What follows belongs to an exercise in optimizing a design on an open flow for small area; a production flow would make more cautious choices.
Function was checked by simulation only, so behaviour that the tests miss may differ from the original.
The flow treats the clock pin as an ideal source, which a real chip does not have.
Power and IR drop assume default switching activity.

$ cat flow/flow/run.sh
#!/bin/bash
# Standard layout, with three changes: after the standard synthesis every
# combinational cell is set to its smallest drive strength (the later repair
# steps size up what timing needs), ports get the smallest buffer, and the
# clock tree uses small buffers without dummy loads.
set -euo pipefail
export BUFFER_PORTS_ARGS="-buffer_cell sky130_fd_sc_hd__buf_1"
export CTS_ARGS="-sink_clustering_enable -repair_clock_nets -buf_list sky130_fd_sc_hd__clkbuf_4 -dont_use_dummy_load"
export POST_CTS_TCL="$PWD/flow/post_cts.tcl"
R=orfs/results/$FLOW_PLATFORM/INTC/base
bash standard.sh synth > synth.log 2>&1
IN_ODB=$R/1_synth.odb OUT_ODB=$R/1_synth.odb openroad -no_init -exit flow/downsize.tcl > downsize.log 2>&1
touch $R/1_synth.sdc
bash standard.sh > standard.log 2>&1
$ cat flow/flow/downsize.tcl
# Replace every combinational cell by the smallest-area cell of the same
# function family (same base name, other drive strength). Timing repair in
# the later steps sizes up what the timing needs.
read_db $::env(IN_ODB)
set areas {}
foreach lib [[ord::get_db] getLibs] {
  foreach mm [$lib getMasters] {
    dict set areas [$mm getName] [expr {[$mm getWidth] * [$mm getHeight] / 1.0e6}]
  }
}
set block [ord::get_db_block]
set n 0
set saved 0.0
foreach inst [$block getInsts] {
  set m [[$inst getMaster] getName]
  if {![regexp {^(sky130_fd_sc_hd__)([a-z0-9]+)_([0-9]+)$} $m -> pre base drv]} { continue }
  if {[regexp {^(df|sdf|edf|dl|sed|conb|buf|clk|tap|fill|decap|diode|lpflow|probe)} $base]} { continue }
  set best $m
  set besta [dict get $areas $m]
  foreach d {0 1 2 4} {
    set c "${pre}${base}_$d"
    if {[dict exists $areas $c] && [dict get $areas $c] < $besta - 1e-6} {
      set dm [[ord::get_db] findMaster $c]
      if {$dm != "NULL"} { set best $c; set besta [dict get $areas $c] }
    }
  }
  if {$best != $m} {
    set saved [expr {$saved + [dict get $areas $m] - $besta}]
    $inst swapMaster [[ord::get_db] findMaster $best]
    incr n
  }
}
puts "downsize: $n cells resized, [format %.1f $saved] um2 saved"
write_db $::env(OUT_ODB)
$ cat flow/flow/post_cts.tcl
# After clock tree synthesis: give a clock buffer the next drive strength when
# the estimated slew at its flip-flop clock pins is high, then re-legalize.
estimate_parasitics -placement
set n 0
foreach c [get_cells -filter "ref_name == sky130_fd_sc_hd__clkbuf_4"] {
  set out [get_pins -of_objects $c -filter "direction == output"]
  set w 0
  foreach p [get_pins -of_objects [get_nets -of_objects $out] -filter "direction == input"] {
    set s [get_property $p slew_max]
    if {$s > $w} { set w $s }
  }
  if {$w > 0.085} {
    replace_cell $c sky130_fd_sc_hd__clkbuf_8
    incr n
  }
}
puts "post_cts: $n clock buffers sized up"
if {$n > 0} {
  detailed_placement
  check_placement -verbose
  estimate_parasitics -placement
}
$ cat flow/standard.sh
#!/bin/bash
# synth_recipe.tcl (not shown) runs the flow's synth.tcl, then flattens the netlist and writes it again
# the make line also repeats each setting of config.mk as NAME=value (left out here)
make -C /OpenROAD-flow-scripts/flow DESIGN_CONFIG=/design/flow/config.mk WORK_HOME=/design/flow/orfs CLKGATE_MAP_FILE= SYNTH_SCRIPT=/design/flow/synth_recipe.tcl "${@:-finish}"
$ cat flow/config.mk
export PLATFORM = sky130hd
export DESIGN_NAME = INTC
export DESIGN_NICKNAME = INTC
export VERILOG_FILES = /design/flow/design.v
export SDC_FILE = /design/flow/constraint.sdc
export NUM_CORES = 4
export LEC_CHECK = 0
export CAP_MARGIN = 20
export CORE_AREA = 3 3 83 83
export DIE_AREA = 0 0 86 86
export PLACE_DENSITY = 0.85
export SLEW_MARGIN = 20
export SYNTH_HIERARCHICAL = 1
$ cat flow/constraint.sdc
create_clock -name core_clock -period 6.5 [get_ports {clk}]
set_input_delay 1.3000 -clock core_clock [delete_from_list [all_inputs] [get_ports {clk}]]
set_output_delay 1.3000 -clock core_clock [all_outputs]
set_load 0.01 [all_outputs]
$ cat flow/design.v
module INTC
(
    input   wire            clk,
    input   wire            rst_n,
    output  wire[31:0]      data_out,
    input   wire[62:0]      set_in,
    input   wire[62:0]      en_in,
    input   wire            reset_in,
    output  wire[30:0]      intc_int_en
);
    reg  [62:0] lat;
    reg  [5:0]  dreg;
    wire [62:0] nxt;
    wire [5:0]  cur;
    wire [63:0] a, na, sp, nsp;
    wire [62:0] q;
    wire        rn;
    wire [13:0] ga, gs;
    INTC_inv u_rn (.a(reset_in), .y(rn));
    INTC_inv u_a1 (.a(lat[0]), .y(na[1]));
    INTC_ornb u_a2 (.a(lat[1]), .bn(na[1]), .y(a[2]));
    INTC_nor2 u_a3 (.a(a[2]), .b(lat[2]), .y(na[3]));
    INTC_ornb u_a4 (.a(lat[3]), .bn(na[3]), .y(a[4]));
    INTC_nor2 u_a5 (.a(a[4]), .b(lat[4]), .y(na[5]));
    INTC_ornb u_a6 (.a(lat[5]), .bn(na[5]), .y(a[6]));
    INTC_nor2 u_a7 (.a(a[6]), .b(lat[6]), .y(na[7]));
    INTC_nor2 u_a9 (.a(a[8]), .b(lat[8]), .y(na[9]));
    INTC_ornb u_a10 (.a(lat[9]), .bn(na[9]), .y(a[10]));
    INTC_nor2 u_a11 (.a(a[10]), .b(lat[10]), .y(na[11]));
    INTC_ornb u_a12 (.a(lat[11]), .bn(na[11]), .y(a[12]));
    INTC_nor2 u_a13 (.a(a[12]), .b(lat[12]), .y(na[13]));
    INTC_ornb u_a14 (.a(lat[13]), .bn(na[13]), .y(a[14]));
    INTC_nor2 u_a15 (.a(a[14]), .b(lat[14]), .y(na[15]));
    INTC_nor2 u_a17 (.a(a[16]), .b(lat[16]), .y(na[17]));
    INTC_ornb u_a18 (.a(lat[17]), .bn(na[17]), .y(a[18]));
    INTC_nor2 u_a19 (.a(a[18]), .b(lat[18]), .y(na[19]));
    INTC_ornb u_a20 (.a(lat[19]), .bn(na[19]), .y(a[20]));
    INTC_nor2 u_a21 (.a(a[20]), .b(lat[20]), .y(na[21]));
    INTC_ornb u_a22 (.a(lat[21]), .bn(na[21]), .y(a[22]));
    INTC_nor2 u_a23 (.a(a[22]), .b(lat[22]), .y(na[23]));
    INTC_nor2 u_a25 (.a(a[24]), .b(lat[24]), .y(na[25]));
    INTC_ornb u_a26 (.a(lat[25]), .bn(na[25]), .y(a[26]));
    INTC_nor2 u_a27 (.a(a[26]), .b(lat[26]), .y(na[27]));
    INTC_ornb u_a28 (.a(lat[27]), .bn(na[27]), .y(a[28]));
    INTC_nor2 u_a29 (.a(a[28]), .b(lat[28]), .y(na[29]));
    INTC_ornb u_a30 (.a(lat[29]), .bn(na[29]), .y(a[30]));
    INTC_nor2 u_a31 (.a(a[30]), .b(lat[30]), .y(na[31]));
    INTC_nor2 u_a33 (.a(a[32]), .b(lat[32]), .y(na[33]));
    INTC_ornb u_a34 (.a(lat[33]), .bn(na[33]), .y(a[34]));
    INTC_nor2 u_a35 (.a(a[34]), .b(lat[34]), .y(na[35]));
    INTC_ornb u_a36 (.a(lat[35]), .bn(na[35]), .y(a[36]));
    INTC_nor2 u_a37 (.a(a[36]), .b(lat[36]), .y(na[37]));
    INTC_ornb u_a38 (.a(lat[37]), .bn(na[37]), .y(a[38]));
    INTC_nor2 u_a39 (.a(a[38]), .b(lat[38]), .y(na[39]));
    INTC_nor2 u_a41 (.a(a[40]), .b(lat[40]), .y(na[41]));
    INTC_ornb u_a42 (.a(lat[41]), .bn(na[41]), .y(a[42]));
    INTC_nor2 u_a43 (.a(a[42]), .b(lat[42]), .y(na[43]));
    INTC_ornb u_a44 (.a(lat[43]), .bn(na[43]), .y(a[44]));
    INTC_nor2 u_a45 (.a(a[44]), .b(lat[44]), .y(na[45]));
    INTC_ornb u_a46 (.a(lat[45]), .bn(na[45]), .y(a[46]));
    INTC_nor2 u_a47 (.a(a[46]), .b(lat[46]), .y(na[47]));
    INTC_nor2 u_a49 (.a(a[48]), .b(lat[48]), .y(na[49]));
    INTC_ornb u_a50 (.a(lat[49]), .bn(na[49]), .y(a[50]));
    INTC_nor2 u_a51 (.a(a[50]), .b(lat[50]), .y(na[51]));
    INTC_ornb u_a52 (.a(lat[51]), .bn(na[51]), .y(a[52]));
    INTC_nor2 u_a53 (.a(a[52]), .b(lat[52]), .y(na[53]));
    INTC_ornb u_a54 (.a(lat[53]), .bn(na[53]), .y(a[54]));
    INTC_nor2 u_a55 (.a(a[54]), .b(lat[54]), .y(na[55]));
    INTC_nor2 u_a57 (.a(a[56]), .b(lat[56]), .y(na[57]));
    INTC_ornb u_a58 (.a(lat[57]), .bn(na[57]), .y(a[58]));
    INTC_nor2 u_a59 (.a(a[58]), .b(lat[58]), .y(na[59]));
    INTC_ornb u_a60 (.a(lat[59]), .bn(na[59]), .y(a[60]));
    INTC_nor2 u_a61 (.a(a[60]), .b(lat[60]), .y(na[61]));
    INTC_ornb u_a62 (.a(lat[61]), .bn(na[61]), .y(a[62]));
    INTC_nor2 u_a63 (.a(a[62]), .b(lat[62]), .y(na[63]));
    assign sp[1] = set_in[0];
    INTC_nor2 u_s2 (.a(sp[1]), .b(set_in[1]), .y(nsp[2]));
    INTC_ornb u_s3 (.a(set_in[2]), .bn(nsp[2]), .y(sp[3]));
    INTC_nor2 u_s4 (.a(sp[3]), .b(set_in[3]), .y(nsp[4]));
    INTC_ornb u_s5 (.a(set_in[4]), .bn(nsp[4]), .y(sp[5]));
    INTC_nor2 u_s6 (.a(sp[5]), .b(set_in[5]), .y(nsp[6]));
    INTC_ornb u_s7 (.a(set_in[6]), .bn(nsp[6]), .y(sp[7]));
    INTC_ornb u_s9 (.a(set_in[8]), .bn(nsp[8]), .y(sp[9]));
    INTC_nor2 u_s10 (.a(sp[9]), .b(set_in[9]), .y(nsp[10]));
    INTC_ornb u_s11 (.a(set_in[10]), .bn(nsp[10]), .y(sp[11]));
    INTC_nor2 u_s12 (.a(sp[11]), .b(set_in[11]), .y(nsp[12]));
    INTC_ornb u_s13 (.a(set_in[12]), .bn(nsp[12]), .y(sp[13]));
    INTC_nor2 u_s14 (.a(sp[13]), .b(set_in[13]), .y(nsp[14]));
    INTC_ornb u_s15 (.a(set_in[14]), .bn(nsp[14]), .y(sp[15]));
    INTC_ornb u_s17 (.a(set_in[16]), .bn(nsp[16]), .y(sp[17]));
    INTC_nor2 u_s18 (.a(sp[17]), .b(set_in[17]), .y(nsp[18]));
    INTC_ornb u_s19 (.a(set_in[18]), .bn(nsp[18]), .y(sp[19]));
    INTC_nor2 u_s20 (.a(sp[19]), .b(set_in[19]), .y(nsp[20]));
    INTC_ornb u_s21 (.a(set_in[20]), .bn(nsp[20]), .y(sp[21]));
    INTC_nor2 u_s22 (.a(sp[21]), .b(set_in[21]), .y(nsp[22]));
    INTC_ornb u_s23 (.a(set_in[22]), .bn(nsp[22]), .y(sp[23]));
    INTC_ornb u_s25 (.a(set_in[24]), .bn(nsp[24]), .y(sp[25]));
    INTC_nor2 u_s26 (.a(sp[25]), .b(set_in[25]), .y(nsp[26]));
    INTC_ornb u_s27 (.a(set_in[26]), .bn(nsp[26]), .y(sp[27]));
    INTC_nor2 u_s28 (.a(sp[27]), .b(set_in[27]), .y(nsp[28]));
    INTC_ornb u_s29 (.a(set_in[28]), .bn(nsp[28]), .y(sp[29]));
    INTC_nor2 u_s30 (.a(sp[29]), .b(set_in[29]), .y(nsp[30]));
    INTC_ornb u_s31 (.a(set_in[30]), .bn(nsp[30]), .y(sp[31]));
    INTC_ornb u_s33 (.a(set_in[32]), .bn(nsp[32]), .y(sp[33]));
    INTC_nor2 u_s34 (.a(sp[33]), .b(set_in[33]), .y(nsp[34]));
    INTC_ornb u_s35 (.a(set_in[34]), .bn(nsp[34]), .y(sp[35]));
    INTC_nor2 u_s36 (.a(sp[35]), .b(set_in[35]), .y(nsp[36]));
    INTC_ornb u_s37 (.a(set_in[36]), .bn(nsp[36]), .y(sp[37]));
    INTC_nor2 u_s38 (.a(sp[37]), .b(set_in[37]), .y(nsp[38]));
    INTC_ornb u_s39 (.a(set_in[38]), .bn(nsp[38]), .y(sp[39]));
    INTC_ornb u_s41 (.a(set_in[40]), .bn(nsp[40]), .y(sp[41]));
    INTC_nor2 u_s42 (.a(sp[41]), .b(set_in[41]), .y(nsp[42]));
    INTC_ornb u_s43 (.a(set_in[42]), .bn(nsp[42]), .y(sp[43]));
    INTC_nor2 u_s44 (.a(sp[43]), .b(set_in[43]), .y(nsp[44]));
    INTC_ornb u_s45 (.a(set_in[44]), .bn(nsp[44]), .y(sp[45]));
    INTC_nor2 u_s46 (.a(sp[45]), .b(set_in[45]), .y(nsp[46]));
    INTC_ornb u_s47 (.a(set_in[46]), .bn(nsp[46]), .y(sp[47]));
    INTC_ornb u_s49 (.a(set_in[48]), .bn(nsp[48]), .y(sp[49]));
    INTC_nor2 u_s50 (.a(sp[49]), .b(set_in[49]), .y(nsp[50]));
    INTC_ornb u_s51 (.a(set_in[50]), .bn(nsp[50]), .y(sp[51]));
    INTC_nor2 u_s52 (.a(sp[51]), .b(set_in[51]), .y(nsp[52]));
    INTC_ornb u_s53 (.a(set_in[52]), .bn(nsp[52]), .y(sp[53]));
    INTC_nor2 u_s54 (.a(sp[53]), .b(set_in[53]), .y(nsp[54]));
    INTC_ornb u_s55 (.a(set_in[54]), .bn(nsp[54]), .y(sp[55]));
    INTC_ornb u_s57 (.a(set_in[56]), .bn(nsp[56]), .y(sp[57]));
    INTC_nor2 u_s58 (.a(sp[57]), .b(set_in[57]), .y(nsp[58]));
    INTC_ornb u_s59 (.a(set_in[58]), .bn(nsp[58]), .y(sp[59]));
    INTC_nor2 u_s60 (.a(sp[59]), .b(set_in[59]), .y(nsp[60]));
    INTC_ornb u_s61 (.a(set_in[60]), .bn(nsp[60]), .y(sp[61]));
    INTC_nor2 u_s62 (.a(sp[61]), .b(set_in[61]), .y(nsp[62]));
    INTC_nor4 u_la00 (.v(lat[3:0]), .y(ga[0]));
    INTC_nor4 u_ls00 (.v(set_in[3:0]), .y(gs[0]));
    INTC_nor4 u_la01 (.v(lat[7:4]), .y(ga[1]));
    INTC_nor4 u_ls01 (.v(set_in[7:4]), .y(gs[1]));
    INTC_nor4 u_la10 (.v(lat[11:8]), .y(ga[2]));
    INTC_nor4 u_ls10 (.v(set_in[11:8]), .y(gs[2]));
    INTC_nor4 u_la11 (.v(lat[15:12]), .y(ga[3]));
    INTC_nor4 u_ls11 (.v(set_in[15:12]), .y(gs[3]));
    INTC_nor4 u_la20 (.v(lat[19:16]), .y(ga[4]));
    INTC_nor4 u_ls20 (.v(set_in[19:16]), .y(gs[4]));
    INTC_nor4 u_la21 (.v(lat[23:20]), .y(ga[5]));
    INTC_nor4 u_ls21 (.v(set_in[23:20]), .y(gs[5]));
    INTC_nor4 u_la30 (.v(lat[27:24]), .y(ga[6]));
    INTC_nor4 u_ls30 (.v(set_in[27:24]), .y(gs[6]));
    INTC_nor4 u_la31 (.v(lat[31:28]), .y(ga[7]));
    INTC_nor4 u_ls31 (.v(set_in[31:28]), .y(gs[7]));
    INTC_nor4 u_la40 (.v(lat[35:32]), .y(ga[8]));
    INTC_nor4 u_ls40 (.v(set_in[35:32]), .y(gs[8]));
    INTC_nor4 u_la41 (.v(lat[39:36]), .y(ga[9]));
    INTC_nor4 u_ls41 (.v(set_in[39:36]), .y(gs[9]));
    INTC_nor4 u_la50 (.v(lat[43:40]), .y(ga[10]));
    INTC_nor4 u_ls50 (.v(set_in[43:40]), .y(gs[10]));
    INTC_nor4 u_la51 (.v(lat[47:44]), .y(ga[11]));
    INTC_nor4 u_ls51 (.v(set_in[47:44]), .y(gs[11]));
    INTC_nor4 u_la60 (.v(lat[51:48]), .y(ga[12]));
    INTC_nor4 u_ls60 (.v(set_in[51:48]), .y(gs[12]));
    INTC_nor4 u_la61 (.v(lat[55:52]), .y(ga[13]));
    INTC_nor4 u_ls61 (.v(set_in[55:52]), .y(gs[13]));
    INTC_nand2 u_skip_a8 (.a(ga[0]), .b(ga[1]), .y(a[8]));
    INTC_nand4 u_skip_a16 (.v(ga[3:0]), .y(a[16]));
    INTC_and2 u_skip_s8 (.a(gs[0]), .b(gs[1]), .y(nsp[8]));
    INTC_and4 u_skip_s16 (.v(gs[3:0]), .y(nsp[16]));
    INTC_ornand2 u_skip_a24 (.c(a[16]), .a(ga[4]), .b(ga[5]), .y(a[24]));
    INTC_and3 u_skip_s24 (.a(nsp[16]), .b(gs[4]), .c(gs[5]), .y(nsp[24]));
    INTC_ornand2 u_skip_a32 (.c(a[24]), .a(ga[6]), .b(ga[7]), .y(a[32]));
    INTC_and3 u_skip_s32 (.a(nsp[24]), .b(gs[6]), .c(gs[7]), .y(nsp[32]));
    INTC_ornand2 u_skip_a40 (.c(a[32]), .a(ga[8]), .b(ga[9]), .y(a[40]));
    INTC_and3 u_skip_s40 (.a(nsp[32]), .b(gs[8]), .c(gs[9]), .y(nsp[40]));
    INTC_ornand2 u_skip_a48 (.c(a[40]), .a(ga[10]), .b(ga[11]), .y(a[48]));
    INTC_and3 u_skip_s48 (.a(nsp[40]), .b(gs[10]), .c(gs[11]), .y(nsp[48]));
    INTC_ornand2 u_skip_a56 (.c(a[48]), .a(ga[12]), .b(ga[13]), .y(a[56]));
    INTC_and3 u_skip_s56 (.a(nsp[48]), .b(gs[12]), .c(gs[13]), .y(nsp[56]));
    INTC_bit_0 u_b0 (.s(set_in[0]), .e(en_in[0]), .l(lat[0]), .rn(rn), .nxt(nxt[0]));
    INTC_nor2 u_q1 (.a(a[2]), .b(sp[1]), .y(q[1]));
    INTC_bit_o u_b1 (.s(set_in[1]), .e(en_in[1]), .l(lat[1]), .r(reset_in), .na_i(na[1]), .q(q[1]), .nxt(nxt[1]));
    INTC_bit_en u_b2 (.s(set_in[2]), .e(en_in[2]), .l(lat[2]), .rn(rn), .a_i(a[2]), .na_o(na[3]), .nsp_i(nsp[2]), .nxt(nxt[2]));
    INTC_nor2 u_q3 (.a(a[4]), .b(sp[3]), .y(q[3]));
    INTC_bit_o u_b3 (.s(set_in[3]), .e(en_in[3]), .l(lat[3]), .r(reset_in), .na_i(na[3]), .q(q[3]), .nxt(nxt[3]));
    INTC_bit_en u_b4 (.s(set_in[4]), .e(en_in[4]), .l(lat[4]), .rn(rn), .a_i(a[4]), .na_o(na[5]), .nsp_i(nsp[4]), .nxt(nxt[4]));
    INTC_nor2 u_q5 (.a(a[6]), .b(sp[5]), .y(q[5]));
    INTC_bit_o u_b5 (.s(set_in[5]), .e(en_in[5]), .l(lat[5]), .r(reset_in), .na_i(na[5]), .q(q[5]), .nxt(nxt[5]));
    INTC_bit_en u_b6 (.s(set_in[6]), .e(en_in[6]), .l(lat[6]), .rn(rn), .a_i(a[6]), .na_o(na[7]), .nsp_i(nsp[6]), .nxt(nxt[6]));
    INTC_nor2 u_q7 (.a(a[8]), .b(sp[7]), .y(q[7]));
    INTC_bit_o u_b7 (.s(set_in[7]), .e(en_in[7]), .l(lat[7]), .r(reset_in), .na_i(na[7]), .q(q[7]), .nxt(nxt[7]));
    INTC_bit_en u_b8 (.s(set_in[8]), .e(en_in[8]), .l(lat[8]), .rn(rn), .a_i(a[8]), .na_o(na[9]), .nsp_i(nsp[8]), .nxt(nxt[8]));
    INTC_nor2 u_q9 (.a(a[10]), .b(sp[9]), .y(q[9]));
    INTC_bit_o u_b9 (.s(set_in[9]), .e(en_in[9]), .l(lat[9]), .r(reset_in), .na_i(na[9]), .q(q[9]), .nxt(nxt[9]));
    INTC_bit_en u_b10 (.s(set_in[10]), .e(en_in[10]), .l(lat[10]), .rn(rn), .a_i(a[10]), .na_o(na[11]), .nsp_i(nsp[10]), .nxt(nxt[10]));
    INTC_nor2 u_q11 (.a(a[12]), .b(sp[11]), .y(q[11]));
    INTC_bit_o u_b11 (.s(set_in[11]), .e(en_in[11]), .l(lat[11]), .r(reset_in), .na_i(na[11]), .q(q[11]), .nxt(nxt[11]));
    INTC_bit_en u_b12 (.s(set_in[12]), .e(en_in[12]), .l(lat[12]), .rn(rn), .a_i(a[12]), .na_o(na[13]), .nsp_i(nsp[12]), .nxt(nxt[12]));
    INTC_nor2 u_q13 (.a(a[14]), .b(sp[13]), .y(q[13]));
    INTC_bit_o u_b13 (.s(set_in[13]), .e(en_in[13]), .l(lat[13]), .r(reset_in), .na_i(na[13]), .q(q[13]), .nxt(nxt[13]));
    INTC_bit_en u_b14 (.s(set_in[14]), .e(en_in[14]), .l(lat[14]), .rn(rn), .a_i(a[14]), .na_o(na[15]), .nsp_i(nsp[14]), .nxt(nxt[14]));
    INTC_nor2 u_q15 (.a(a[16]), .b(sp[15]), .y(q[15]));
    INTC_bit_o u_b15 (.s(set_in[15]), .e(en_in[15]), .l(lat[15]), .r(reset_in), .na_i(na[15]), .q(q[15]), .nxt(nxt[15]));
    INTC_bit_en u_b16 (.s(set_in[16]), .e(en_in[16]), .l(lat[16]), .rn(rn), .a_i(a[16]), .na_o(na[17]), .nsp_i(nsp[16]), .nxt(nxt[16]));
    INTC_nor2 u_q17 (.a(a[18]), .b(sp[17]), .y(q[17]));
    INTC_bit_o u_b17 (.s(set_in[17]), .e(en_in[17]), .l(lat[17]), .r(reset_in), .na_i(na[17]), .q(q[17]), .nxt(nxt[17]));
    INTC_bit_en u_b18 (.s(set_in[18]), .e(en_in[18]), .l(lat[18]), .rn(rn), .a_i(a[18]), .na_o(na[19]), .nsp_i(nsp[18]), .nxt(nxt[18]));
    INTC_nor2 u_q19 (.a(a[20]), .b(sp[19]), .y(q[19]));
    INTC_bit_o u_b19 (.s(set_in[19]), .e(en_in[19]), .l(lat[19]), .r(reset_in), .na_i(na[19]), .q(q[19]), .nxt(nxt[19]));
    INTC_bit_en u_b20 (.s(set_in[20]), .e(en_in[20]), .l(lat[20]), .rn(rn), .a_i(a[20]), .na_o(na[21]), .nsp_i(nsp[20]), .nxt(nxt[20]));
    INTC_nor2 u_q21 (.a(a[22]), .b(sp[21]), .y(q[21]));
    INTC_bit_o u_b21 (.s(set_in[21]), .e(en_in[21]), .l(lat[21]), .r(reset_in), .na_i(na[21]), .q(q[21]), .nxt(nxt[21]));
    INTC_bit_en u_b22 (.s(set_in[22]), .e(en_in[22]), .l(lat[22]), .rn(rn), .a_i(a[22]), .na_o(na[23]), .nsp_i(nsp[22]), .nxt(nxt[22]));
    INTC_nor2 u_q23 (.a(a[24]), .b(sp[23]), .y(q[23]));
    INTC_bit_o u_b23 (.s(set_in[23]), .e(en_in[23]), .l(lat[23]), .r(reset_in), .na_i(na[23]), .q(q[23]), .nxt(nxt[23]));
    INTC_bit_en u_b24 (.s(set_in[24]), .e(en_in[24]), .l(lat[24]), .rn(rn), .a_i(a[24]), .na_o(na[25]), .nsp_i(nsp[24]), .nxt(nxt[24]));
    INTC_nor2 u_q25 (.a(a[26]), .b(sp[25]), .y(q[25]));
    INTC_bit_o u_b25 (.s(set_in[25]), .e(en_in[25]), .l(lat[25]), .r(reset_in), .na_i(na[25]), .q(q[25]), .nxt(nxt[25]));
    INTC_bit_en u_b26 (.s(set_in[26]), .e(en_in[26]), .l(lat[26]), .rn(rn), .a_i(a[26]), .na_o(na[27]), .nsp_i(nsp[26]), .nxt(nxt[26]));
    INTC_nor2 u_q27 (.a(a[28]), .b(sp[27]), .y(q[27]));
    INTC_bit_o u_b27 (.s(set_in[27]), .e(en_in[27]), .l(lat[27]), .r(reset_in), .na_i(na[27]), .q(q[27]), .nxt(nxt[27]));
    INTC_bit_en u_b28 (.s(set_in[28]), .e(en_in[28]), .l(lat[28]), .rn(rn), .a_i(a[28]), .na_o(na[29]), .nsp_i(nsp[28]), .nxt(nxt[28]));
    INTC_nor2 u_q29 (.a(a[30]), .b(sp[29]), .y(q[29]));
    INTC_bit_o u_b29 (.s(set_in[29]), .e(en_in[29]), .l(lat[29]), .r(reset_in), .na_i(na[29]), .q(q[29]), .nxt(nxt[29]));
    INTC_bit_en u_b30 (.s(set_in[30]), .e(en_in[30]), .l(lat[30]), .rn(rn), .a_i(a[30]), .na_o(na[31]), .nsp_i(nsp[30]), .nxt(nxt[30]));
    INTC_nor2 u_q31 (.a(a[32]), .b(sp[31]), .y(q[31]));
    INTC_bit_o u_b31 (.s(set_in[31]), .e(en_in[31]), .l(lat[31]), .r(reset_in), .na_i(na[31]), .q(q[31]), .nxt(nxt[31]));
    INTC_bit_e u_b32 (.s(set_in[32]), .e(en_in[32]), .l(lat[32]), .rn(rn), .a_i(a[32]), .na_o(na[33]), .nsp_i(nsp[32]), .nxt(nxt[32]), .q(q[32]));
    INTC_nor2 u_q33 (.a(a[34]), .b(sp[33]), .y(q[33]));
    INTC_bit_o u_b33 (.s(set_in[33]), .e(en_in[33]), .l(lat[33]), .r(reset_in), .na_i(na[33]), .q(q[33]), .nxt(nxt[33]));
    INTC_bit_e u_b34 (.s(set_in[34]), .e(en_in[34]), .l(lat[34]), .rn(rn), .a_i(a[34]), .na_o(na[35]), .nsp_i(nsp[34]), .nxt(nxt[34]), .q(q[34]));
    INTC_nor2 u_q35 (.a(a[36]), .b(sp[35]), .y(q[35]));
    INTC_bit_o u_b35 (.s(set_in[35]), .e(en_in[35]), .l(lat[35]), .r(reset_in), .na_i(na[35]), .q(q[35]), .nxt(nxt[35]));
    INTC_bit_e u_b36 (.s(set_in[36]), .e(en_in[36]), .l(lat[36]), .rn(rn), .a_i(a[36]), .na_o(na[37]), .nsp_i(nsp[36]), .nxt(nxt[36]), .q(q[36]));
    INTC_nor2 u_q37 (.a(a[38]), .b(sp[37]), .y(q[37]));
    INTC_bit_o u_b37 (.s(set_in[37]), .e(en_in[37]), .l(lat[37]), .r(reset_in), .na_i(na[37]), .q(q[37]), .nxt(nxt[37]));
    INTC_bit_e u_b38 (.s(set_in[38]), .e(en_in[38]), .l(lat[38]), .rn(rn), .a_i(a[38]), .na_o(na[39]), .nsp_i(nsp[38]), .nxt(nxt[38]), .q(q[38]));
    INTC_nor2 u_q39 (.a(a[40]), .b(sp[39]), .y(q[39]));
    INTC_bit_o u_b39 (.s(set_in[39]), .e(en_in[39]), .l(lat[39]), .r(reset_in), .na_i(na[39]), .q(q[39]), .nxt(nxt[39]));
    INTC_bit_e u_b40 (.s(set_in[40]), .e(en_in[40]), .l(lat[40]), .rn(rn), .a_i(a[40]), .na_o(na[41]), .nsp_i(nsp[40]), .nxt(nxt[40]), .q(q[40]));
    INTC_nor2 u_q41 (.a(a[42]), .b(sp[41]), .y(q[41]));
    INTC_bit_o u_b41 (.s(set_in[41]), .e(en_in[41]), .l(lat[41]), .r(reset_in), .na_i(na[41]), .q(q[41]), .nxt(nxt[41]));
    INTC_bit_e u_b42 (.s(set_in[42]), .e(en_in[42]), .l(lat[42]), .rn(rn), .a_i(a[42]), .na_o(na[43]), .nsp_i(nsp[42]), .nxt(nxt[42]), .q(q[42]));
    INTC_nor2 u_q43 (.a(a[44]), .b(sp[43]), .y(q[43]));
    INTC_bit_o u_b43 (.s(set_in[43]), .e(en_in[43]), .l(lat[43]), .r(reset_in), .na_i(na[43]), .q(q[43]), .nxt(nxt[43]));
    INTC_bit_e u_b44 (.s(set_in[44]), .e(en_in[44]), .l(lat[44]), .rn(rn), .a_i(a[44]), .na_o(na[45]), .nsp_i(nsp[44]), .nxt(nxt[44]), .q(q[44]));
    INTC_nor2 u_q45 (.a(a[46]), .b(sp[45]), .y(q[45]));
    INTC_bit_o u_b45 (.s(set_in[45]), .e(en_in[45]), .l(lat[45]), .r(reset_in), .na_i(na[45]), .q(q[45]), .nxt(nxt[45]));
    INTC_bit_e u_b46 (.s(set_in[46]), .e(en_in[46]), .l(lat[46]), .rn(rn), .a_i(a[46]), .na_o(na[47]), .nsp_i(nsp[46]), .nxt(nxt[46]), .q(q[46]));
    INTC_nor2 u_q47 (.a(a[48]), .b(sp[47]), .y(q[47]));
    INTC_bit_o u_b47 (.s(set_in[47]), .e(en_in[47]), .l(lat[47]), .r(reset_in), .na_i(na[47]), .q(q[47]), .nxt(nxt[47]));
    INTC_bit_e u_b48 (.s(set_in[48]), .e(en_in[48]), .l(lat[48]), .rn(rn), .a_i(a[48]), .na_o(na[49]), .nsp_i(nsp[48]), .nxt(nxt[48]), .q(q[48]));
    INTC_nor2 u_q49 (.a(a[50]), .b(sp[49]), .y(q[49]));
    INTC_bit_o u_b49 (.s(set_in[49]), .e(en_in[49]), .l(lat[49]), .r(reset_in), .na_i(na[49]), .q(q[49]), .nxt(nxt[49]));
    INTC_bit_e u_b50 (.s(set_in[50]), .e(en_in[50]), .l(lat[50]), .rn(rn), .a_i(a[50]), .na_o(na[51]), .nsp_i(nsp[50]), .nxt(nxt[50]), .q(q[50]));
    INTC_nor2 u_q51 (.a(a[52]), .b(sp[51]), .y(q[51]));
    INTC_bit_o u_b51 (.s(set_in[51]), .e(en_in[51]), .l(lat[51]), .r(reset_in), .na_i(na[51]), .q(q[51]), .nxt(nxt[51]));
    INTC_bit_e u_b52 (.s(set_in[52]), .e(en_in[52]), .l(lat[52]), .rn(rn), .a_i(a[52]), .na_o(na[53]), .nsp_i(nsp[52]), .nxt(nxt[52]), .q(q[52]));
    INTC_nor2 u_q53 (.a(a[54]), .b(sp[53]), .y(q[53]));
    INTC_bit_o u_b53 (.s(set_in[53]), .e(en_in[53]), .l(lat[53]), .r(reset_in), .na_i(na[53]), .q(q[53]), .nxt(nxt[53]));
    INTC_bit_e u_b54 (.s(set_in[54]), .e(en_in[54]), .l(lat[54]), .rn(rn), .a_i(a[54]), .na_o(na[55]), .nsp_i(nsp[54]), .nxt(nxt[54]), .q(q[54]));
    INTC_nor2 u_q55 (.a(a[56]), .b(sp[55]), .y(q[55]));
    INTC_bit_o u_b55 (.s(set_in[55]), .e(en_in[55]), .l(lat[55]), .r(reset_in), .na_i(na[55]), .q(q[55]), .nxt(nxt[55]));
    INTC_bit_e u_b56 (.s(set_in[56]), .e(en_in[56]), .l(lat[56]), .rn(rn), .a_i(a[56]), .na_o(na[57]), .nsp_i(nsp[56]), .nxt(nxt[56]), .q(q[56]));
    INTC_nor2 u_q57 (.a(a[58]), .b(sp[57]), .y(q[57]));
    INTC_bit_o u_b57 (.s(set_in[57]), .e(en_in[57]), .l(lat[57]), .r(reset_in), .na_i(na[57]), .q(q[57]), .nxt(nxt[57]));
    INTC_bit_e u_b58 (.s(set_in[58]), .e(en_in[58]), .l(lat[58]), .rn(rn), .a_i(a[58]), .na_o(na[59]), .nsp_i(nsp[58]), .nxt(nxt[58]), .q(q[58]));
    INTC_nor2 u_q59 (.a(a[60]), .b(sp[59]), .y(q[59]));
    INTC_bit_o u_b59 (.s(set_in[59]), .e(en_in[59]), .l(lat[59]), .r(reset_in), .na_i(na[59]), .q(q[59]), .nxt(nxt[59]));
    INTC_bit_e u_b60 (.s(set_in[60]), .e(en_in[60]), .l(lat[60]), .rn(rn), .a_i(a[60]), .na_o(na[61]), .nsp_i(nsp[60]), .nxt(nxt[60]), .q(q[60]));
    INTC_nor2 u_q61 (.a(a[62]), .b(sp[61]), .y(q[61]));
    INTC_bit_o u_b61 (.s(set_in[61]), .e(en_in[61]), .l(lat[61]), .r(reset_in), .na_i(na[61]), .q(q[61]), .nxt(nxt[61]));
    INTC_bit_e u_b62 (.s(set_in[62]), .e(en_in[62]), .l(lat[62]), .rn(rn), .a_i(a[62]), .na_o(na[63]), .nsp_i(nsp[62]), .nxt(nxt[62]), .q(q[62]));
    INTC_enc u_enc (
        .na1(na[1]),
        .a2(a[2]),
        .na3(na[3]),
        .a4(a[4]),
        .na5(na[5]),
        .a6(a[6]),
        .na7(na[7]),
        .a8(a[8]),
        .na9(na[9]),
        .a10(a[10]),
        .na11(na[11]),
        .a12(a[12]),
        .na13(na[13]),
        .a14(a[14]),
        .na15(na[15]),
        .a16(a[16]),
        .na17(na[17]),
        .a18(a[18]),
        .na19(na[19]),
        .a20(a[20]),
        .na21(na[21]),
        .a22(a[22]),
        .na23(na[23]),
        .a24(a[24]),
        .na25(na[25]),
        .a26(a[26]),
        .na27(na[27]),
        .a28(a[28]),
        .na29(na[29]),
        .a30(a[30]),
        .na31(na[31]),
        .a32(a[32]),
        .na33(na[33]),
        .a34(a[34]),
        .na35(na[35]),
        .a36(a[36]),
        .na37(na[37]),
        .a38(a[38]),
        .na39(na[39]),
        .a40(a[40]),
        .na41(na[41]),
        .a42(a[42]),
        .na43(na[43]),
        .a44(a[44]),
        .na45(na[45]),
        .a46(a[46]),
        .na47(na[47]),
        .a48(a[48]),
        .na49(na[49]),
        .a50(a[50]),
        .na51(na[51]),
        .a52(a[52]),
        .na53(na[53]),
        .a54(a[54]),
        .na55(na[55]),
        .a56(a[56]),
        .na57(na[57]),
        .a58(a[58]),
        .na59(na[59]),
        .a60(a[60]),
        .na61(na[61]),
        .a62(a[62]),
        .na63(na[63]),
        .cur(cur)
    );
    always @(posedge clk, negedge rst_n) begin
        if (!rst_n) begin
            lat  <= 63'd0;
            dreg <= 6'b111000;
        end else begin
            lat  <= nxt;
            dreg <= cur;
        end
    end
    wire [5:0] d;
    assign d[5] = dreg[5];
    assign d[4] = dreg[4];
    assign d[3] = dreg[3];
    INTC_xor2 u_d2 (.a(d[3]), .b(dreg[2]), .y(d[2]));
    INTC_xor2 u_d1 (.a(d[2]), .b(dreg[1]), .y(d[1]));
    INTC_xor2 u_d0 (.a(d[1]), .b(dreg[0]), .y(d[0]));
    assign data_out = {26'd0, d};
    assign intc_int_en = q[62:32];
endmodule
module INTC_inv (input wire a, output wire y);
    assign y = ~a;
endmodule
module INTC_buf (input wire a, output wire y);
    assign y = a;
endmodule
module INTC_xor2 (input wire a, input wire b, output wire y);
    assign y = a ^ b;
endmodule
module INTC_nor4 (input wire[3:0] v, output wire y);
    assign y = ~(|v);
endmodule
module INTC_nand4 (input wire[3:0] v, output wire y);
    assign y = ~(&v);
endmodule
module INTC_and4 (input wire[3:0] v, output wire y);
    assign y = &v;
endmodule
module INTC_nand2 (input wire a, input wire b, output wire y);
    assign y = ~(a & b);
endmodule
module INTC_and2 (input wire a, input wire b, output wire y);
    assign y = a & b;
endmodule
module INTC_and3 (input wire a, input wire b, input wire c, output wire y);
    assign y = a & b & c;
endmodule
module INTC_ornand2 (input wire c, input wire a, input wire b, output wire y);
    assign y = c | ~(a & b);
endmodule
module INTC_nor2 (input wire a, input wire b, output wire y);
    assign y = ~(a | b);
endmodule
module INTC_ornb (input wire a, input wire bn, output wire y);
    assign y = a | ~bn;
endmodule
module INTC_or #(parameter W = 2) (input wire[W-1:0] v, output wire y);
    assign y = |v;
endmodule
module INTC_bit_0 (input wire s, input wire e, input wire l, input wire rn, output wire nxt);
    assign nxt = (l & rn) | (s & e & ~l);
endmodule
module INTC_bit_en (input wire s, input wire e, input wire l, input wire rn,
                    input wire a_i, input wire na_o, input wire nsp_i, output wire nxt);
    assign nxt = (l & (a_i | rn)) | (s & e & na_o & nsp_i);
endmodule
module INTC_bit_e (input wire s, input wire e, input wire l, input wire rn,
                   input wire a_i, input wire na_o, input wire nsp_i, output wire nxt, output wire q);
    assign q = na_o & nsp_i;
    assign nxt = (l & (a_i | rn)) | (s & e & q);
endmodule
module INTC_bit_o (input wire s, input wire e, input wire l, input wire r,
                   input wire na_i, input wire q, output wire nxt);
    assign nxt = (l & ~(na_i & r)) | (s & e & q);
endmodule
module INTC_enc (input wire na1, input wire a2, input wire na3, input wire a4, input wire na5, input wire a6, input wire na7, input wire a8, input wire na9, input wire a10, input wire na11, input wire a12, input wire na13, input wire a14, input wire na15, input wire a16, input wire na17, input wire a18, input wire na19, input wire a20, input wire na21, input wire a22, input wire na23, input wire a24, input wire na25, input wire a26, input wire na27, input wire a28, input wire na29, input wire a30, input wire na31, input wire a32, input wire na33, input wire a34, input wire na35, input wire a36, input wire na37, input wire a38, input wire na39, input wire a40, input wire na41, input wire a42, input wire na43, input wire a44, input wire na45, input wire a46, input wire na47, input wire a48, input wire na49, input wire a50, input wire na51, input wire a52, input wire na53, input wire a54, input wire na55, input wire a56, input wire na57, input wire a58, input wire na59, input wire a60, input wire na61, input wire a62, input wire na63, output wire[5:0] cur);
    wire [64:0] t;
    assign t[0] = 1'b0;
    assign t[64] = 1'b1;
    assign t[1] = ~na1;
    assign t[2] = a2;
    assign t[3] = ~na3;
    assign t[4] = a4;
    assign t[5] = ~na5;
    assign t[6] = a6;
    assign t[7] = ~na7;
    assign t[8] = a8;
    assign t[9] = ~na9;
    assign t[10] = a10;
    assign t[11] = ~na11;
    assign t[12] = a12;
    assign t[13] = ~na13;
    assign t[14] = a14;
    assign t[15] = ~na15;
    assign t[16] = a16;
    assign t[17] = ~na17;
    assign t[18] = a18;
    assign t[19] = ~na19;
    assign t[20] = a20;
    assign t[21] = ~na21;
    assign t[22] = a22;
    assign t[23] = ~na23;
    assign t[24] = a24;
    assign t[25] = ~na25;
    assign t[26] = a26;
    assign t[27] = ~na27;
    assign t[28] = a28;
    assign t[29] = ~na29;
    assign t[30] = a30;
    assign t[31] = ~na31;
    assign t[32] = a32;
    assign t[33] = ~na33;
    assign t[34] = a34;
    assign t[35] = ~na35;
    assign t[36] = a36;
    assign t[37] = ~na37;
    assign t[38] = a38;
    assign t[39] = ~na39;
    assign t[40] = a40;
    assign t[41] = ~na41;
    assign t[42] = a42;
    assign t[43] = ~na43;
    assign t[44] = a44;
    assign t[45] = ~na45;
    assign t[46] = a46;
    assign t[47] = ~na47;
    assign t[48] = a48;
    assign t[49] = ~na49;
    assign t[50] = a50;
    assign t[51] = ~na51;
    assign t[52] = a52;
    assign t[53] = ~na53;
    assign t[54] = a54;
    assign t[55] = ~na55;
    assign t[56] = a56;
    assign t[57] = ~na57;
    assign t[58] = a58;
    assign t[59] = ~na59;
    assign t[60] = a60;
    assign t[61] = ~na61;
    assign t[62] = a62;
    assign t[63] = ~na63;
    assign cur[0] = (~t[1] & t[3]) | (~t[5] & t[7]) | (~t[9] & t[11]) | (~t[13] & t[15]) | (~t[17] & t[19]) | (~t[21] & t[23]) | (~t[25] & t[27]) | (~t[29] & t[31]) | (~t[33] & t[35]) | (~t[37] & t[39]) | (~t[41] & t[43]) | (~t[45] & t[47]) | (~t[49] & t[51]) | (~t[53] & t[55]) | (~t[57] & t[59]) | (~t[61] & t[63]);
    assign cur[1] = (~t[2] & t[6]) | (~t[10] & t[14]) | (~t[18] & t[22]) | (~t[26] & t[30]) | (~t[34] & t[38]) | (~t[42] & t[46]) | (~t[50] & t[54]) | (~t[58] & t[62]);
    assign cur[2] = (~t[4] & t[12]) | (~t[20] & t[28]) | (~t[36] & t[44]) | (~t[52] & t[60]);
    assign cur[3] = (~t[8] & t[16]) | (~t[24] & t[32]) | (~t[40] & t[48]) | (~t[56] & t[64]);
    assign cur[4] = (~t[16] & t[32]) | (~t[48] & t[64]);
    assign cur[5] = (~t[32] & t[64]);
endmodule
==> qor.yml, run 1 <==
status: "finished clean"
detail_route.drc_violations: 0
drv_cap: 0
nFillCells: 417
crit_top_cell: "nand3b_1"
min_to: "lat[62]"
drive_gt1_share_pct: 3.09
critPathArrivalTime_ps: 4760
criticalPathCategory: "reg -> out"
layout_min_cycle_time_ps: 6060
r2r-end: "dreg[0]"
diodes: 0
period_share_pct: 93.2
final_area_sq_mm: 0.00492
startpoint_type: "register"
place_hpwl_um: 9640
placementRows: 28
fmax_mhz: 165
rsz0062_at_grt: "no"
whs_path_depth: 2
critical_path.slowest_cell: "dfrtp_1"
power.total_mw: 1.09
syn_area_per_cell_sq_um: 8.21
synth_warnings: 7
clk_pin_slew_ps: 80
initial_utilization_pct: 72.7
core_sq_mm: 0.00606
setup_viol: 0
critPathMaxStageDelay_ps: 410
min_from: "lat[62]"
cts_tree: "built"
overflow: 0
hold_viol: 0
irDropWorstVdd_mv: 0.239
p_leak_nw: 2.26
reg2reg_from: "lat[5]"
ff2ff_setup_slack_ps: 1440
grt_usage_pct: 33.4
syn_area_sq_mm: 0.00441
cts.sinks: 69
areaGrowthSynthToFinish_pct: 11.5
grt_pass1_wl_um: 19500
tightest_slew_ps: 881
skew_ps: 26.6
grt_pass1_vias: 4242
fp.dieW_um: 86
layout_setup_ws_ps: 445
dp_slack_ps: 542
placed_cell_area_sq_mm: 0.00478
hp-class: "reg -> reg"
timing.hold.ws_ps: 497
syn_inst: 537
crit_chain: "nor4_2 > nand4_1 > nand3b_1 > nand3b_1 > nand3b_1 > nand3b_1 > nand3b_1 > nor2_1 > nand2b_1 > nor2_2 > nand2b_1 > nor2_1 > nand2b_1 > nor2_1 > and2_1 > buf_1"
final_cells: 755
nNetsFinal: 811
antenna_found_initial: 0
grt_max_degree: 70
vias: 4587
power-per-cell-area_mw_per_mm2: 222
drtIter0Drc: 562
die_h_um: 86
timing.slew.headroom_pct: 41.3
io_buffers: 165
firstDrtPassIters: 6
insertion_delay_ps: 350
wl_um: 12500
ios: 192
die-area_sq_mm: 0.00740
place_congestion: 0.926
ant_nets: 0
post-route-util_pct: 81.1
reg2regPathDepth: 17
avgRoutedWirePerCell_um: 16.5
tns_ps: 0
viasPerCell: 6.08
placedCellCount: 744
worstPathMaxFanout: 6
maxSlewViolCount: 0
required_ps: 5200
cp-end-kind: "output port"
[worst max-delay path by stage]
stage	from	endpoint	slack [ps]	depth (start not counted)
finish	lat[5]	intc_int_en[30]	440	16
global route	lat[5]	intc_int_en[30]	70	16
detailed placement	lat[5]	intc_int_en[30]	540	16
global placement	lat[1]	intc_int_en[22]	1030	15
floorplan	set_in[1]	intc_int_en[30]	1630	15
[critical path: cells and delay by family, from the launching register on]
kind | cells | cell delay [ps]
DFF | 1 | 410
buffers and inverters | 1 | 150
and+or+nand+nor | 15 | 3840
[metal layers]
layer,GRT usage [%],share of wire (%),routed length (um),up-vias
met5,0,0,0,-
met4,11.8,1.8,220,0
met3,8.65,13,1570,27
met2,53.2,47,5930,334
met1,44.1,38,4770,2111
li1,-,-,-,2115
[flip-flops by register name, indices dropped and copies added (netlist names)]
name / cells
lat: 63
dreg: 6
[layout by cell type (no fill, tap or decap), drive strengths merged, types with 4 or more instances in the layout]
cell     count
clkbuf       9
o21ai       33
dfrtp       66
nand4       33
nor2        86
o22ai        4
nand3b       5
nor2b       13
nor4        28
buf        169
a32o        31
nand2       65
a2111oi      4
and3         5
inv         20
nand2b      54
and2        17
conb        26
[report_power, final]
group	switching, mW	internal [mW]
Combinational	0.274	0.112
Sequential	0.0105	0.449
Clock	0.141	0.104
[area by class of cell]
| class | count | area [sq um] | share of cell area, % |
|---|---|---|---|
| inverter | 20 | 75.1 | 1.53 |
| clock buffer | 9 | 105 | 2.14 |
| tap | 75 | 93.8 | 1.91 |
| sequential | 69 | 1730 | 35.2 |
| multi-input combinational | 413 | 2260 | 46.0 |
| timing repair buffer | 169 | 651 | 13.2 |
==> run 2, diff against run 1 <==
--- a/flow/flow/run.sh
+++ b/flow/flow/run.sh
@@ -2,7 +2,8 @@
 # Standard layout, with three changes: after the standard synthesis every
 # combinational cell is set to its smallest drive strength (the later repair
 # steps size up what timing needs), ports get the smallest buffer, and the
-# clock tree uses small buffers without dummy loads.
+# clock tree uses small buffers without dummy loads (post_cts.tcl sizes up
+# the ones whose clock pins would switch too slowly).
 set -euo pipefail
 export BUFFER_PORTS_ARGS="-buffer_cell sky130_fd_sc_hd__buf_1"
 export CTS_ARGS="-sink_clustering_enable -repair_clock_nets -buf_list sky130_fd_sc_hd__clkbuf_4 -dont_use_dummy_load"
==> qor.yml, run 2 <==
final_area_sq_mm: 0.00492
nFillCells: 417
cp-end-kind: "output port"
final_common_cell: "buf_1"
drv_cap: 0
fmax_mhz: 165
reg2reg_from: "lat[5]"
tns_ps: 0
drtIter0Drc: 562
avgRoutedWirePerCell_um: 16.5
place_congestion: 0.926
nNetsFinal: 811
p_leak_nw: 2.26
antenna_found_initial: 0
ios: 192
irDropWorstVdd_mv: 0.239
power-per-cell-area_mw_per_mm2: 222
skew_ps: 26.6
setup_viol: 0
grt_pass1_wl_um: 19500
insertion_delay_ps: 350
firstDrtPassIters: 6
layout_min_cycle_time_ps: 6060
timing.slew.headroom_pct: 41.3
placedCellCount: 744
rsz0062_at_grt: "no"
diodes: 0
synth_warnings: 7
maxSlewViolCount: 0
period_share_pct: 93.2
post-route-util_pct: 81.1
drive_gt1_share_pct: 3.09
final_cells: 755
fp.dieW_um: 86
reg_top3: "lat: 63 flops, dreg: 6 flops"
r2r-end: "dreg[0]"
detail_route.drc_violations: 0
dp_slack_ps: 542
grt_pass1_vias: 4242
syn_inst: 537
worstPathMaxFanout: 6
status: "finished clean"
die-area_sq_mm: 0.00740
initial_utilization_pct: 72.7
criticalPathCategory: "reg -> out"
syn_area_sq_mm: 0.00441
placed_cell_area_sq_mm: 0.00478
hold_viol: 0
ff2ff_setup_slack_ps: 1440
core_sq_mm: 0.00606
place_hpwl_um: 9640
vias: 4587
cts.sinks: 69
power.total_mw: 1.09
cp-endpoint: "intc_int_en[30]"
timing.hold.ws_ps: 497
placementRows: 28
die_h_um: 86
viasPerCell: 6.08
ant_nets: 0
mostFrequentLayoutCells: "buf_1 (164), nor2_1 (85), dfrtp_1 (66), nand2_1 (65), nand2b_1 (54)"
syn_area_per_cell_sq_um: 8.21
required_ps: 5200
hp-class: "reg -> reg"
cts_tree: "built"
clk_pin_slew_ps: 80
grt_max_degree: 70
layout_setup_ws_ps: 445
crit_start: "lat[5]"
grt_usage_pct: 33.4
io_buffers: 165
wl_um: 12500
largest_reg_flops: 63
reg2regPathDepth: 17
min_from: "lat[62]"
tightest_slew_ps: 881
areaGrowthSynthToFinish_pct: 11.5
overflow: 0
startpoint_type: "register"
critPathArrivalTime_ps: 4760
largest-register: "lat"
## run 2: cell counts in the layout (fill, tap and decap cells not counted)
Identical to the previous run, type by type.
## run 2: routing by layer
metal	GRT usage, %	vias to the layer above	part of all wire (%)
met3	8.65	27	13
met4	11.8	0	1.8
met1	44.1	2111	38
li1	-	2115	-
met2	53.2	334	47
met5	0	-	0
## run 2: critical path: stages (launching register included)
cell      delay, ps
dfrtp_1         410
nor4_2          380
nand4_1         230
nand3b_1        330
nand3b_1        310
nand3b_1        310
nand3b_1        340
nand3b_1        340
nor2_1          290
nand2b_1        180
nor2_2          220
nand2b_1        160
nor2_1          250
nand2b_1        150
nor2_1          190
and2_1          160
buf_1           150
## run 2: worst min-delay path by stage
stage	end	slack, ps	depth (start not counted)
finish	lat[62]	500	2
global route	lat[61]	520	1
detailed placement	lat[62]	470	2
global placement	lat[58]	470	2
floorplan	lat[62]	450	2
## run 2: layout make-up
| class | count | area [sq um] | area share (%) |
|---|---|---|---|
| Inverter | 20 | 75.1 | 1.53 |
| Multi-Input combinational cell | 413 | 2260 | 46.0 |
| Clock buffer | 9 | 105 | 2.14 |
| Tap cell | 75 | 93.8 | 1.91 |
| Sequential cell | 69 | 1730 | 35.2 |
| Timing Repair Buffer | 169 | 651 | 13.2 |
## run 2: power breakdown
part	internal [mW]	switching, mW
registers	0.449	0.0105
clock network	0.104	0.141
logic	0.112	0.274
==> run 3, diff against run 2 <==
--- a/flow/flow/post_cts.tcl
+++ b/flow/flow/post_cts.tcl
@@ -9,7 +9,7 @@
     set s [get_property $p slew_max]
     if {$s > $w} { set w $s }
   }
-  if {$w > 0.085} {
+  if {$w > 0.105} {
     replace_cell $c sky130_fd_sc_hd__clkbuf_8
     incr n
   }
--- a/flow/config.mk
+++ b/flow/config.mk
@@ -8,6 +8,7 @@
 export CAP_MARGIN = 20
 export CORE_AREA = 3 3 83 83
 export DIE_AREA = 0 0 86 86
+export GPL_TIMING_DRIVEN = 0
 export PLACE_DENSITY = 0.85
 export SLEW_MARGIN = 20
 export SYNTH_HIERARCHICAL = 1
==> qor.yml, run 3 <==
status: "finished clean"
cp-end-kind: "output port"
placed_cell_area_sq_mm: 0.00527
syn_area_per_cell_sq_um: 8.21
irDropWorstVdd_mv: 0.204
clk_pin_slew_ps: 90
syn_inst: 537
mostFrequentLayoutCells: "buf_1 (163), nor2_1 (82), dfrtp_1 (66), nand2_1 (65), buf_4 (63)"
vias: 4904
fmax_mhz: 162
rsz0062_at_grt: "no"
avgRoutedWirePerCell_um: 16.4
required_ps: 5200
die-area_sq_mm: 0.00740
startpoint_type: "register"
grt_max_degree: 34
grt_pass1_wl_um: 20800
nNetsFinal: 872
hp-class: "reg -> reg"
core_sq_mm: 0.00606
grt_usage_pct: 35.7
power.total_mw: 1.10
drive_gt1_share_pct: 11.3
synth_warnings: 7
tns_ps: 0
p_leak_nw: 2.60
cts.sinks: 69
timing.hold.ws_ps: 499
largest_reg_flops: 63
timing.slew.headroom_pct: 22.0
final_area_sq_mm: 0.00539
viasPerCell: 6.01
dp_slack_ps: 328
criticalPathCategory: "reg -> out"
cts_tree: "built"
detail_route.drc_violations: 0
largest-register: "lat"
maxSlewViolCount: 0
final_cells: 816
grt_pass1_vias: 4609
placementRows: 28
post-route-util_pct: 88.9
areaGrowthSynthToFinish_pct: 22.1
syn_area_sq_mm: 0.00441
diodes: 0
firstDrtPassIters: 6
skew_ps: 25.5
layout_min_cycle_time_ps: 6180
placedCellCount: 804
drtIter0Drc: 485
antenna_found_initial: 0
wl_um: 13400
place_congestion: 0.953
power-per-cell-area_mw_per_mm2: 204
ios: 192
initial_utilization_pct: 72.7
drv_cap: 0
worstPathMaxFanout: 5
reg_top3: "lat: 63 flops, dreg: 6 flops"
insertion_delay_ps: 340
die_h_um: 86
setup_viol: 0
period_share_pct: 95.0
hold_viol: 0
ant_nets: 0
fp.dieW_um: 86
nFillCells: 333
final_common_cell: "buf_1"
layout_setup_ws_ps: 324
tightest_slew_ps: 1170
overflow: 0
place_hpwl_um: 10400
critPathArrivalTime_ps: 4880
io_buffers: 165
==> run 3: cell type report <==
type,instances,area [sq um],share of cell area [%]
multi-input combinational,413,2260,42.0
sequential,69,1730,32.1
timing repair buffer,170,692,12.8
buffer,60,450,8.36
tap,75,93.8,1.74
clock buffer,9,80.1,1.49
inverter,20,75.1,1.39
==> run 3: routing by layer <==
layer	up-vias	global-route usage (%)	part of all wire, %
met4	0	17.3	3.1
met3	53	5.67	12
met1	2221	44.5	36
met2	397	60.3	49
li1	2233	-	-
met5	-	0	0
==> run 3: path summary, 6_finish.rpt <==
check	cells past startpoint	to	startpoint	slack, ps
worst max-delay path	17	intc_int_en[22]	lat[5]	320
worst min-delay path	1	lat[39]	lat[39]	500
worst max register to register	17	dreg[0]	lat[5]	1530
worst min register to register	1	lat[39]	lat[39]	500
max in group asynchronous	3	dreg[5]	rst_n	4780
min in group asynchronous	1	lat[3]	rst_n	920
==> run 3: power breakdown <==
part           internal [mW]  total (mW)  leakage, nW  switching, mW
sequential             0.449       0.459        0.938        0.00980
clock                 0.0782       0.210       0.0466          0.132
combinational          0.135       0.428         1.61          0.294
==> run 3: critical path, stage by stage, from the launching register on <==
cell      delay [ps]
dfrtp_1          410
nor4_1           400
nand4_1          220
nand3b_1         330
nand3b_1         340
nand3b_1         350
nand3b_1         320
buf_4            200
nor2_1           280
nand2b_1         190
nor2_1           290
nand2b_1         200
nor2_2           210
nand2b_1         160
nor2_1           240
and2_1           170
buf_4            100
buf_1            140
==> run 4, diff against run 3 <==
--- a/flow/config.mk
+++ b/flow/config.mk
@@ -8,7 +8,6 @@
 export CAP_MARGIN = 20
 export CORE_AREA = 3 3 83 83
 export DIE_AREA = 0 0 86 86
-export GPL_TIMING_DRIVEN = 0
 export PLACE_DENSITY = 0.85
 export SLEW_MARGIN = 20
 export SYNTH_HIERARCHICAL = 1
==> qor.yml, run 4 <==
ios: 192
nNetsFinal: 811
rsz0062_at_grt: "no"
cp-end-kind: "output port"
fp.dieW_um: 86
insertion_delay_ps: 350
mostFrequentLayoutCells: "buf_1 (164), nor2_1 (85), dfrtp_1 (66), nand2_1 (65), nand2b_1 (54)"
overflow: 0
hold_viol: 0
synth_warnings: 7
die_h_um: 86
wl_um: 12600
largest_reg_flops: 63
cts_tree: "built"
worstPathMaxFanout: 6
placementRows: 28
cts.sinks: 69
skew_ps: 25.1
layout_min_cycle_time_ps: 6080
timing.hold.ws_ps: 496
initial_utilization_pct: 72.7
syn_inst: 537
final_cells: 755
grt_max_degree: 70
tns_ps: 0
reg2reg_from: "lat[5]"
p_seq_share_pct: 43.0
ant_nets: 0
p_int_mw: 0.646
die-area_sq_mm: 0.00740
net-switching-power_mw: 0.422
clk_pin_slew_ps: 100
drive_gt1_share_pct: 3.09
diodes: 0
place_hpwl_um: 9640
areaGrowthSynthToFinish_pct: 11.1
syn_area_sq_mm: 0.00441
criticalPathCategory: "reg -> out"
core_sq_mm: 0.00606
viasPerCell: 6.14
p_sw_share_pct: 39.5
setup_viol: 0
avgRoutedWirePerCell_um: 16.6
reg2regPathDepth: 17
grt_pass1_vias: 4249
antenna_found_initial: 0
status: "finished clean"
grt_pass1_wl_um: 19500
firstDrtPassIters: 5
min_from: "lat[62]"
placedCellCount: 744
maxSlewViolCount: 0
detail_route.drc_violations: 0
period_share_pct: 93.5
pwr-share-clk_pct: 20.7
io_buffers: 165
tightest_slew_ps: 884
ff2ff_setup_slack_ps: 1410
grt_usage_pct: 33.4
drv_cap: 0
syn_area_per_cell_sq_um: 8.21
reg_top3: "lat: 63 flops, dreg: 6 flops"
drtIter0Drc: 516
r2r-end: "dreg[0]"
whs_path_depth: 2
critPathArrivalTime_ps: 4780
largest-register: "lat"
final_common_cell: "buf_1"
power-per-cell-area_mw_per_mm2: 218
startpoint_type: "register"
min_to: "lat[62]"
irDropWorstVdd_mv: 0.237
fmax_mhz: 164
vias: 4634
post-route-util_pct: 80.8
p_leak_nw: 2.26
timing.slew.headroom_pct: 41.0
place_congestion: 0.926
required_ps: 5200
hp-class: "reg -> reg"
power_frac_comb_pct: 36.3
==> run 4: stage by stage <==
stage / setup slack [ps] / instance area [sq um] / total power [mW]
floorplan: 1630 / 4500 / 0.707
finish: 420 / 4900 / 1.07
detailed placement: 542 / 4780 / 0.835
global route: 31.3 / 4900 / 1.13
global placement: 1030 / 4780 / 0.825
==> run 4: layout make-up <==
type	count	area, sq um
sequential	69	1730
timing repair buffer	169	651
inverter	20	75.1
tap	75	93.8
multi-input combinational	413	2260
fill	423	1160
clock buffer	9	86.3
==> run 4: power groups by stage <==
stage               clock network, mW  logic [mW]  registers (mW)
floorplan                           0       0.244           0.463
global placement                    0       0.358           0.467
detailed placement                  0       0.368           0.467
global route                    0.240       0.425           0.460
finish                          0.221       0.388           0.459
==> run 4: how the worst max path moves through the flow <==
stage | cells past startpoint | startpoint | to
global placement | 15 | lat[1] | intc_int_en[22]
global route | 16 | lat[5] | intc_int_en[30]
floorplan | 15 | set_in[1] | intc_int_en[30]
detailed placement | 16 | lat[5] | intc_int_en[30]
finish | 16 | lat[5] | intc_int_en[30]
==> run 4: worst max-delay path, cell delays in order, from the launching register on <==
cell	delay [ps]
dfrtp_1	420
nor4_2	380
nand4_1	220
nand3b_1	330
nand3b_1	310
nand3b_1	310
nand3b_1	350
nand3b_1	340
nor2_1	290
nand2b_1	180
nor2_2	210
nand2b_1	160
nor2_1	250
nand2b_1	160
nor2_1	190
and2_1	160
buf_1	150
==> run 4: metal layers <==
metal | up-vias | track usage (%) | routed length [um]
li1 | 2113 | - | -
met1 | 2142 | 44.2 | 4860
met2 | 344 | 53.5 | 5930
met3 | 35 | 8.36 | 1540
met4 | 0 | 11.5 | 237
met5 | - | 0 | 0

separate check: timing with driven ports:
In the flow no input, the clock included, has a driving cell. The finished layouts below were timed again as built, in two steps.
Step 1: set_driving_cell puts a clkbuf_16 on clk and a buf_2 on each other input, an assumption about the parent block.
Step 2 adds t to the input delays and takes it off the output delays; t is the mean of the earliest and latest rising clock arrival at the registers after step 1. Input paths then give back, and output paths get back, about the clock's delay inside the block.
a / b / c = no drivers / after step 1 / after step 2; a / b = the first two.
run | t, ns | setup slack, ns | worst hold slack (ns) | worst setup path at the end | worst slew at a driven data input, ns
run 1 | 0.364 | 0.445 / 0.415 / 0.779 | 0.497 / 0.497 / 0.497 | register to output | 0.04
run 2 | 0.364 | 0.445 / 0.415 / 0.779 | 0.497 / 0.497 / 0.497 | register to output | 0.04
run 3 | 0.356 | 0.324 / 0.294 / 0.380 | 0.499 / 0.499 / 0.499 | input to output | 0.04
run 4 | 0.366 | 0.420 / 0.389 / 0.756 | 0.496 / 0.496 / 0.496 | register to output | 0.04
After both steps setup and hold are still met in every run listed.
